What follows belongs to an exercise in optimizing a design on an open flow for small area; a production flow would make more cautious choices. Function was checked by simulation only, so behaviour that the tests miss may differ from the original. No activity file was given, so power comes from the tool's default toggle rates.

<file path="config.mk">
export PLATFORM = sky130hd
export DESIGN_NAME = top
export DESIGN_NICKNAME = top
export VERILOG_FILES = /design/flow/design.v
export SDC_FILE = /design/flow/constraint.sdc
export NUM_CORES = 4
export LEC_CHECK = 0
export CAP_MARGIN = 20
export CORE_MARGIN = 2
export CORE_UTILIZATION = 40
export SLEW_MARGIN = 20
</file>
<file path="constraint.sdc">
create_clock -name core_clock -period 10.0 [get_ports {i_clk}]
set_input_delay 2.0000 -clock core_clock [delete_from_list [all_inputs] [get_ports {i_clk}]]
set_output_delay 2.0000 -clock core_clock [all_outputs]
set_load 0.01 [all_outputs]
</file>
<file path="run.sh">
#!/bin/bash
# synth_recipe.tcl (not shown) runs the flow's synth.tcl, then flattens the netlist and writes it again
# the make line also repeats each setting of config.mk as NAME=value (left out here)
make -C /OpenROAD-flow-scripts/flow DESIGN_CONFIG=/design/flow/config.mk WORK_HOME=/design/flow/orfs CLKGATE_MAP_FILE= SYNTH_SCRIPT=/design/flow/synth_recipe.tcl finish
</file>
<file path="design.v">
module ALU(
	input logic[2:0] i_op,
	input logic[7:0] i_x,
	input logic[7:0] i_y,
	output logic[7:0] o_result
	);
	always_comb
	begin
		case(i_op)
			0: o_result = i_x + i_y;
			1: o_result = i_x - i_y;
			2: o_result = i_x & i_y;
			3: o_result = ~(i_x | i_y);
			4: o_result = i_x ^ i_y;
			5: o_result = i_x << i_y;
			6: o_result = i_x >> i_y;
			7: o_result = i_x >>> i_y;
		endcase
	end
endmodule
module debounce(
	input i_clk,
	input i_rst,
	input [WIDTH - 1:0] i_btn,
	output [WIDTH - 1:0] o_btn
	);
	parameter WIDTH = 1;
	parameter WAIT = 18;
	logic[WIDTH - 1:0] sync;
	logic[WIDTH - 1:0] cur_state;
	logic[WIDTH - 1:0] prev_state;
	logic[WAIT - 1:0] counter;
	logic[WIDTH - 1:0] debounced;
	always_ff @(posedge i_clk)
		if(i_rst)
			{prev_state, cur_state, sync} <= '0;
		else
			{prev_state, cur_state, sync} <= {cur_state, sync, i_btn};
	always_ff @(posedge i_clk)
		if(i_rst)
		begin
			debounced <= '0;
			counter <= '0;
		end else if(counter == 0)
		begin
			debounced <= cur_state;
			counter <= ~0;
		end else
			counter <= counter - 1'b1;
	assign o_btn = debounced;
endmodule
module top(
	input i_clk,
	input i_rst,
	input [10:0] i_btn,
	output [11:0] o_led
	);
	typedef enum logic[2:0] {S_OP, S_REG_SEL, S_REG_EDIT, S_X_REG_SEL, S_Y_REG_SEL, S_RES_REG_SEL, S_RES} states;
	states state;
	logic[2:0] op;
	logic[7:0] x;
	logic[7:0] y;
	logic[7:0] res;
	logic[2:0] x_reg;
	logic[2:0] y_reg;
	logic[2:0] res_reg;
	logic[2:0] sel_reg;
	logic[7:0] reg0;
	logic[7:0] reg1;
	logic[7:0] reg2;
	logic[7:0] reg3;
	logic[7:0] reg4;
	logic[7:0] reg5;
	logic[7:0] reg6;
	logic[7:0] reg7;
	logic[10:0] prev_btn;
	logic[10:0] button_events;
	wire[10:0] btn_debounced;
	logic[11:0] led_state;
	debounce #(11, 4) debouncer0(i_clk, i_rst, i_btn, btn_debounced);
	ALU alu0(op, x, y, res);
	always_comb begin
		case(x_reg)
			0: x = reg0;
			1: x = reg1;
			2: x = reg2;
			3: x = reg3;
			4: x = reg4;
			5: x = reg5;
			6: x = reg6;
			7: x = reg7;
		endcase
		case(y_reg)
			0: y = reg0;
			1: y = reg1;
			2: y = reg2;
			3: y = reg3;
			4: y = reg4;
			5: y = reg5;
			6: y = reg6;
			7: y = reg7;
		endcase
	end
	always_ff @(posedge i_clk) begin
		if(i_rst) begin
			button_events <= '0;
			prev_btn <= '0;
		end else begin
			button_events <= prev_btn & ~btn_debounced;
			prev_btn <= btn_debounced;
		end
	end
	always_ff @(posedge i_clk)
	begin
		if(i_rst) begin
			state <= S_OP;
			op <= '0;
			x_reg <= '0;
			y_reg <= '0;
			res_reg <= '0;
			sel_reg <= '0;
			{reg0, reg1, reg2, reg3, reg4, reg5, reg6, reg7} <= '0;
			led_state <= '0;
		end else
		case(state)
			S_OP: begin
				op <= op ^ button_events[2:0];
				led_state <= {9'b0, op};
				if(button_events[8])
					state <= S_REG_SEL;
			end
			S_REG_SEL: begin
				sel_reg <= sel_reg ^ button_events[2:0];
				led_state <= {9'b000100000, sel_reg};
				if(button_events[8])
					state <= S_X_REG_SEL;
				if(button_events[9])
					state <= S_REG_EDIT;
			end
			S_REG_EDIT: begin
				case(sel_reg)
					0: {led_state[7:0], reg0} <= {2{reg0 ^ button_events[7:0]}};
					1: {led_state[7:0], reg1} <= {2{reg1 ^ button_events[7:0]}};
					2: {led_state[7:0], reg2} <= {2{reg2 ^ button_events[7:0]}};
					3: {led_state[7:0], reg3} <= {2{reg3 ^ button_events[7:0]}};
					4: {led_state[7:0], reg4} <= {2{reg4 ^ button_events[7:0]}};
					5: {led_state[7:0], reg5} <= {2{reg5 ^ button_events[7:0]}};
					6: {led_state[7:0], reg6} <= {2{reg6 ^ button_events[7:0]}};
					7: {led_state[7:0], reg7} <= {2{reg7 ^ button_events[7:0]}};
				endcase
				led_state[11:8] <= 4'b0010;
				if(button_events[9])
					state <= S_REG_SEL;
			end
			S_X_REG_SEL: begin
				x_reg <= x_reg ^ button_events[2:0];
				led_state <= {9'b001100000, x_reg};
				if(button_events[8])
					state <= S_Y_REG_SEL;
			end
			S_Y_REG_SEL: begin
				y_reg <= y_reg ^ button_events[2:0];
				led_state <= {9'b010000000, y_reg};
				if(button_events[8])
					state <= S_RES_REG_SEL;
			end
			S_RES_REG_SEL: begin
				res_reg <= res_reg ^ button_events[2:0];
				led_state <= {9'b010100000, res_reg};
				if(button_events[8])
					state <= S_RES;
			end
			S_RES: begin
				led_state <= {4'b0110, res};
				if(button_events[10]) begin
					case(res_reg)
						0: reg0 <= res;
						1: reg1 <= res;
						2: reg2 <= res;
						3: reg3 <= res;
						4: reg4 <= res;
						5: reg5 <= res;
						6: reg6 <= res;
						7: reg7 <= res;
					endcase
				end
				if(button_events[8])
					state <= S_OP;
			end
		endcase
	end
	assign o_led = {led_state[11:8], ~led_state[7:0]};
endmodule
</file>
==> impl_metrics.toml, run 1 <==
[yosys]
yosys.area.top_type = "dfxtp_1"
synth-async-reset-ratio_pct = 0
seq_area_frac_synth_pct = 29.83
synth_top_area_share_pct = 29.83
yosys_warnings = 3
synth_cells = 1204
synth_area_per_cell_um2 = 8.472
ys.flop_type = "dfxtp_1"
ys_seq_elements = 152
synth_nets = 1243
synth_area_leaders = "dfxtp_1, mux2i_1, o21ai_0, xnor2_1, nor2_1"
syn_area_um2 = 10200
synth_edf_count = 0
ys_types = 83

[cts]
clockBufferDepth = 2
cts_tree = "built"
cts_setup_buffers = 0
cts_hold_buffers = 0
clock-root-buffer = "clkbuf_16"
clock_latency_ps = 430
cts_made_buffers = 17
cts_num_sinks = 152
htree_levels = 4
cts.repair.resized = 0
clkSlewWorstSetupHoldPaths_ps = 60

[power_and_ir_drop]
vdd_drop_max_uv = 104.6
swShare_pct = 22.77
power.total_mw = 1.385
combPwrFrac_pct = 4.7
p_int_mw = 1.070
power.switching_mw = 0.3155
p_seq_share_pct = 45.3
pwr-share-clk_pct = 50.0
p_leak_nw = 3.447
p_per_area_nw_per_um2 = 124.1

[finish]
drive_gt1_share_pct = 9.298
synthToLayoutAreaGrowth_pct = 9.385
nNetsFinal = 1210
final_common_cell = "dfxtp_1"
post-route-cell-area_um2 = 11160
diodes = 0
fillers = 2534
layout_common_cells = "dfxtp_1, o21ai_0, nor2_1, mux2i_1, a21oi_1"

[timing]
tns_ps = 0
rsz0062_at_grt = "false"
hold_viol_final = 0
maxSlewHeadroom_pct = 24.64
skew_ps = 9.016
tightest_slew_ps = 1126
fmax_mhz = 192.0
min_period_ps = 5207
min_period_over_period_pct = 52.07
slew_violations = 0
setup_violations = 0

[place]
gp_congestion = 0.9329
hpwl_mm = 21.55
port_buffers = 23
dpl_cell_area_um2 = 10530

[critical_path]
cp-end-kind = "flip-flop"
worstSetupPathType = "flip-flop to flip-flop"
critPathMaxFanout = 18
cp.required_ps = 10330
crit_arrival_ps = 5540
cp-start-kind = "flip-flop"

[run_status]
status = "timing/DRC/antenna clean"

[drt]
initialDrtViolationCount = 1211
final_antenna_net_count = 0
drc_errors = 0
first_pass_iters = 5
wl_mm = 31.40
wl_per_cell_um = 20.75
viasPerCell = 6.209
vias = 9394

[grt]
overflow = 0
grt_max_degree = 96
grt_use_total_pct = 23.62
antenna_found_initial = 0
grt_first_pass_wirelength_mm = 49.16
grt_pass1_vias = 8367

[die]
die_w_um = 163.7
io_pins = 25
start_util_pct = 40.62
coreArea_um2 = 25110
row_count = 58
dieHeight_um = 163.7
dieArea_um2 = 26790

[flow_run]
max-cap-violations = 0

[min_path]
hp-class = "flip-flop to flip-flop"
-- worst paths after layout --
| path | slack (ps) | cells after the start | from | end |
|---|---|---|---|---|
| worst min-delay path | 430 | 1 | debouncer0.sync[1] | debouncer0.cur_state[1] |
| worst min register to register | 430 | 1 | debouncer0.sync[1] | debouncer0.cur_state[1] |
| worst max-delay path | 4790 | 16 | y_reg[2] | reg7[4] |
| worst max register to register | 4790 | 16 | y_reg[2] | reg7[4] |
-- layer usage --
metal	GRT usage, %	vias up	wire [um]
li1	-	4405	-
met1	33.81	4471	14070
met2	35.41	428	13870
met3	2.920	90	2347
met4	10.45	0	1110
met5	0	-	0
-- stage by stage --
stage               setup slack [ps]  std cells  utilization (%)  hold slack [ps]
floorplan                       6178       1204                -            412.3
global placement                4999       1482            41.95            418.8
detailed placement              4874       1482            41.95            420.4
CTS                             4864       1513            44.43            435.9
global route                    4403       1513            44.43            452.3
finish                          4793       1513            44.43            433.2
-- cell usage after synthesis, types with 4 or more instances --
cell type  number
a211oi_1       19
a21oi_1        54
a221oi_1       26
a221oi_2       18
a22oi_1        12
a31oi_1         5
a32o_1          4
buf_1           5
buf_2           9
buf_4          12
buf_6           5
clkbuf_1       62
dfxtp_1       152
ha_1           25
inv_1          42
inv_2           4
mux2i_1        66
mux4_2          5
nand2_1        48
nand2b_1        9
nand3_1        23
nand3b_1        5
nand4_1         6
nor2_1         96
nor2b_1        53
nor3_1         26
nor3b_1        19
o211ai_1        4
o21a_1         36
o21ai_0       115
o221ai_1        8
o22a_1          7
o22ai_1        33
o31a_1         16
o31ai_1        15
o32ai_1        16
o32ai_4         4
or3_1           4
xnor2_1        47
xor2_1         21
-- area by class of cell --
| cell class | count | area (um2) | share of cell area, % |
|---|---|---|---|
| well taps | 330 | 412.9 | 3.701 |
| repair buffers | 42 | 374.1 | 3.353 |
| clock inverters | 12 | 190.2 | 1.705 |
| clock buffers | 19 | 432.9 | 3.880 |
| inverters | 49 | 183.9 | 1.649 |
| flip-flops and latches | 152 | 3043 | 27.27 |
| multi-input cells | 909 | 6520 | 58.44 |
-- cells by family after synthesis --
kind of cell | share of synthesized area, %
AOI/OAI and AO/OA | 31.06
and+or+nand+nor | 16.09
DFF | 29.83
buffers and inverters | 6.293
muxes | 7.581
xor gates and xnor gates | 5.839
adders and majority gates | 3.263
other | 0.03677
-- worst max-delay path, cell delays in order, from the launching register on --
cell      delay, ps
dfxtp_1         670
buf_4           320
inv_1           150
nand2_2         240
o22a_1          710
inv_2           300
ha_1            360
mux2i_1         100
fa_1            490
a21o_1          170
a21oi_1         210
o21bai_1        110
nand4_1         100
nand3_1         140
nor4_4          660
nor2_1          130
a221oi_2        230
-- power by group through the flow --
stage | Clock [mW] | Combinational [mW] | Sequential, mW
2_1_floorplan | 0 | 0.0523 | 0.637
3_3_place_gp | 0 | 0.0649 | 0.641
3_5_place_dp | 0 | 0.0658 | 0.641
4_1_cts | 0.704 | 0.0661 | 0.627
5_1_grt | 0.732 | 0.0722 | 0.629
6_report | 0.692 | 0.0655 | 0.627
==> run 2, diff against run 1 <==
==> design.v (replaced) <==
module ALU(
	input logic[2:0] i_op,
	input logic[7:0] i_x,
	input logic[7:0] i_y,
	output logic[7:0] o_result
	);
	always_comb
	begin
		case(i_op)
			0: o_result = i_x + i_y;
			1: o_result = i_x - i_y;
			2: o_result = i_x & i_y;
			3: o_result = ~(i_x | i_y);
			4: o_result = i_x ^ i_y;
			5: o_result = i_x << i_y;
			6: o_result = i_x >> i_y;
			7: o_result = i_x >> i_y;
		endcase
	end
endmodule
module debounce(
	input i_clk,
	input i_rst,
	input [WIDTH - 1:0] i_btn,
	output [WIDTH - 1:0] o_events,
	output o_pending
	);
	parameter WIDTH = 1;
	parameter WAIT = 4;
	logic[WAIT - 1:0] counter;
	logic[WIDTH - 1:0] debounced;
	logic[WIDTH - 1:0] events;
	always_ff @(posedge i_clk)
		if(i_rst)
		begin
			debounced <= '0;
			events <= '0;
			counter <= '0;
		end else
		begin
			if(counter == 2)
			begin
				debounced <= i_btn;
				events <= debounced & ~i_btn;
			end
			counter <= counter - 1'b1;
		end
	assign o_pending = counter == 13;
	assign o_events = events & {WIDTH{o_pending}};
endmodule
module top(
	input i_clk,
	input i_rst,
	input [10:0] i_btn,
	output [11:0] o_led
	);
	typedef enum logic[2:0] {S_OP, S_REG_SEL, S_REG_EDIT, S_X_REG_SEL, S_Y_REG_SEL, S_RES_REG_SEL, S_RES} states;
	states state;
	logic[2:0] op;
	logic[2:0] x_reg;
	logic[2:0] y_reg;
	logic[2:0] res_reg;
	logic[2:0] sel_reg;
	logic[7:0] regs[8];
	wire[10:0] ev;
	wire pending;
	logic edit;
	logic[2:0] alu_op;
	logic[7:0] x;
	logic[7:0] y;
	logic[7:0] res;
	logic[7:0] shown;
	debounce #(11, 4) debouncer0(i_clk, i_rst, i_btn, ev, pending);
	assign edit = state == S_REG_EDIT;
	assign alu_op = edit ? 3'd4 : op;
	assign x = regs[edit ? sel_reg : x_reg];
	assign y = edit ? ev[7:0] : regs[y_reg];
	ALU alu0(alu_op, x, y, res);
	always_ff @(posedge i_clk)
	begin
		if(i_rst) begin
			state <= S_OP;
			op <= '0;
			x_reg <= '0;
			y_reg <= '0;
			res_reg <= '0;
			sel_reg <= '0;
			for(int i = 0; i < 8; i++)
				regs[i] <= '0;
		end else
		case(state)
			S_OP: begin
				op <= op ^ ev[2:0];
				if(ev[8])
					state <= S_REG_SEL;
			end
			S_REG_SEL: begin
				sel_reg <= sel_reg ^ ev[2:0];
				if(ev[8])
					state <= S_X_REG_SEL;
				if(ev[9])
					state <= S_REG_EDIT;
			end
			S_REG_EDIT: begin
				regs[sel_reg] <= res;
				if(ev[9])
					state <= S_REG_SEL;
			end
			S_X_REG_SEL: begin
				x_reg <= x_reg ^ ev[2:0];
				if(ev[8])
					state <= S_Y_REG_SEL;
			end
			S_Y_REG_SEL: begin
				y_reg <= y_reg ^ ev[2:0];
				if(ev[8])
					state <= S_RES_REG_SEL;
			end
			S_RES_REG_SEL: begin
				res_reg <= res_reg ^ ev[2:0];
				if(ev[8])
					state <= S_RES;
			end
			default: begin
				if(ev[10])
					regs[res_reg] <= res;
				if(ev[8])
					state <= S_OP;
			end
		endcase
	end
	always_comb
		case(state)
			S_OP: shown = {5'b0, op};
			S_REG_SEL: shown = {5'b0, sel_reg};
			S_X_REG_SEL: shown = {5'b0, x_reg};
			S_Y_REG_SEL: shown = {5'b0, y_reg};
			S_RES_REG_SEL: shown = {5'b0, res_reg};
			default: shown = res;
		endcase
	assign o_led = {1'b0, state, ~shown};
endmodule
==> impl_metrics.toml, run 2 <==
[run_status]
status = "timing/DRC/antenna clean"

[critical_path]
cp-end-kind = "primary output"
r2r_cells = 14
reg2reg_from = "state[1]"
cp-start-kind = "flip-flop"
critPathMaxFanout = 29
crit_arrival_ps = 5950
worstSetupPathType = "flip-flop to primary output"
r2r-end = "regs[7][7]"
r2r_slack_ps = 4740
cp.required_ps = 8000

[place]
place_ws_ps = 2228
hpwl_mm = 15.90
port_buffers = 23
gp_congestion = 0.9177

[flow_run]
max-cap-violations = 0

[finish]
largest_register_ffs = 64
synthToLayoutAreaGrowth_pct = 8.236
final_core_util_pct = 44.10
fillers = 1860
drive_gt1_share_pct = 7.927
final_common_cell = "nor2_1"
reg_top3 = "regs: 64 flops, debouncer0.debounced: 11 flops, debouncer0.events: 11 flops"
layout_common_cells = "nor2_1, a21oi_1, nand2_1, edfxtp_1, dfxtp_1"
largest_register = "regs"
diodes = 0
nNetsFinal = 856

[die]
row_count = 50
die_w_um = 141.8
dieArea_um2 = 20110
dieHeight_um = 141.8
start_util_pct = 40.74
coreArea_um2 = 18640
io_pins = 25

[cts]
cts_setup_buffers = 0
cts_num_sinks = 111
cts_hold_buffers = 0
clock-root-buffer = "clkbuf_16"
clkSlewWorstSetupHoldPaths_ps = 80
cts.repair.resized = 0
clock_latency_ps = 360
cts_tree = "built"
cts_made_buffers = 9
clockBufferDepth = 2
htree_levels = 3

[yosys]
synth_top_area_share_pct = 25.30
ys_seq_elements = 111
syn_area_um2 = 7596
synth_edf_count = 64
ys_types = 85
ys.flop_type = "edfxtp_1"
yosys.area.top_type = "edfxtp_1"
synth_nets = 878
synth_area_per_cell_um2 = 9.075
yosys_warnings = 3
synth_area_leaders = "edfxtp_1, dfxtp_1, mux2i_1, a21oi_1, ha_1"
synth_cells = 837
synth.most_common_cell = "nor2_1"
synth-async-reset-ratio_pct = 0
yosys-top-cells-count = "nor2_1, a21oi_1, nand2_1, edfxtp_1, dfxtp_1"
seq_area_frac_synth_pct = 37.69

[grt]
grt.busiest_layer = "met2"
gr-usage-met2_pct = 35.36
grt_use_met3_pct = 3.172
antenna_found_initial = 0
overflow = 0
grt_pass1_vias = 6003
grt_max_degree = 56
use_met1_pct = 31.72
grt_use_total_pct = 22.37
grt_first_pass_wirelength_mm = 34.58

[timing]
tightest_slew_ps = 1034
setup_violations = 0
whs_ps = 457.0
hold_viol_final = 0
setup_slack_ps = 2050
rsz0062_at_grt = "false"
min_period_ps = 7950
tns_ps = 0
min_period_over_period_pct = 79.50
maxSlewHeadroom_pct = 31.03
slew_violations = 0
skew_ps = 8.010
fmax_mhz = 125.8

[drt]
wl_mm = 22.14
viasPerCell = 6.027
initialDrtViolationCount = 674
drc_errors = 0
first_pass_iters = 5
wl_per_cell_um = 21.00
final_antenna_net_count = 0
vias = 6352

[power_and_ir_drop]
vdd_drop_max_uv = 67.86
p_per_area_nw_per_um2 = 149.1
p_leak_nw = 2.819
power.total_mw = 1.226

[min_path]
worstHoldEndpoint = "debouncer0.debounced[7]"
holdPathStages = 2
hp-start = "debouncer0.debounced[7]"
hp-class = "flip-flop to flip-flop"
run 2: cell types whose count changed in the layout (fill, tap and decap cells not counted), moves of 30 or more:
| cell | previous run | this run |
|---|---|---|
| o22ai_1 | 33 | 1 |
| o21a_1 | 36 | 6 |
| o21ai_0 | 115 | 26 |
| dfxtp_1 | 152 | 47 |
| nor2b_1 | 53 | 6 |
| xnor2_1 | 47 | 14 |
| edfxtp_1 | 0 | 64 |
run 2: cells by family (layout without fill, tap and decap cells):
logic type                 Yosys count  in the layout  synth area share, %
other                                1              1              0.04937
adders and majority gates           28             28                4.711
buffers and inverters               97             80                5.469
xor gates and xnor gates            18             18                2.075
AOI/OAI and AO/OA                  230            230                20.74
DFF                                111            111                37.69
and+or+nand+nor                    288            288                18.51
muxes                               64             64                10.76
run 2: per-stage QoR:
stage	cell area, um2	cells
floorplan	7596	837
global placement	7889	1038
detailed placement	7889	1038
CTS	8215	1054
global route	8222	1054
finish	8222	1054
run 2: worst max-delay path by stage:
stage / startpoint / to / slack [ps] / cells past startpoint
CTS: state[1] / o_led[6] / 1820 / 16
global placement: state[1] / o_led[6] / 2310 / 16
floorplan: flip-flop / o_led[6] / 4040 / 19
global route: state[1] / o_led[7] / 1560 / 15
detailed placement: state[1] / o_led[6] / 2230 / 16
finish: state[1] / o_led[6] / 2050 / 16
run 2: final cells by class:
cell class                      instances  area, um2  share of cell area (%)
Sequential cell                       111       2863                   34.82
Clock inverter                          6      97.59                   1.187
Clock buffer                           10      229.0                   2.785
Tap cell                              234      292.8                   3.561
Inverter                               34      132.6                   1.613
Multi-Input combinational cell        629       4329                   52.66
Timing Repair Buffer                   30      277.8                   3.378
run 2: critical path: stages (launching register included):
cell,delay [ps]
dfxtp_1,870
or3b_1,410
buf_4,240
a21oi_1,160
a21o_1,620
inv_1,630
o21ai_0,370
xnor2_1,100
ha_1,360
a21oi_1,240
o21bai_1,90
a21oi_1,170
xnor2_1,80
a21oi_1,220
o221a_2,360
nand2b_1,130
clkdlybuf4s50_1,530
run 2: routing by layer:
layer  vias up  share of wire [%]  wire length (um)
li1       3040                  -                 -
met1      3065                 47             10400
met2       210                 45             10060
met3        37                5.2              1150
met4         0                2.3               520
met5         -                  0                 0
run 2: where the power goes:
group / total (mW) / switching, mW / internal [mW]
logic: 0.313 / 0.209 / 0.104
registers: 0.512 / 0.0135 / 0.499
clock network: 0.401 / 0.177 / 0.225

==> static timing again, ports no longer ideal <==
The results above use ideal ports. As a check the final layouts listed here were re-extracted and re-timed, cells and wires unchanged. Step 1 assumes that a clkbuf_16 drives the clock port and a buf_2 every other input. Step 2 also shifts input and output timing later by t, the mid clock arrival at the registers, as if the neighbouring blocks saw the same clock. Slacks: no drivers / after step 1 / after step 2; pairs: no drivers / after step 1.
run	t (ns)	setup slack, ns	hold slack, ns	worst data-port slew with drivers (ns)	pins driven straight from the clock port
run 1	0.469	4.793 / 4.793 / 4.793	0.433 / 0.433 / 0.433	0.04	1
run 2	0.398	2.050 / 2.008 / 2.406	0.457 / 0.457 / 0.457	0.03	1
After both steps every run listed still meets setup and hold.
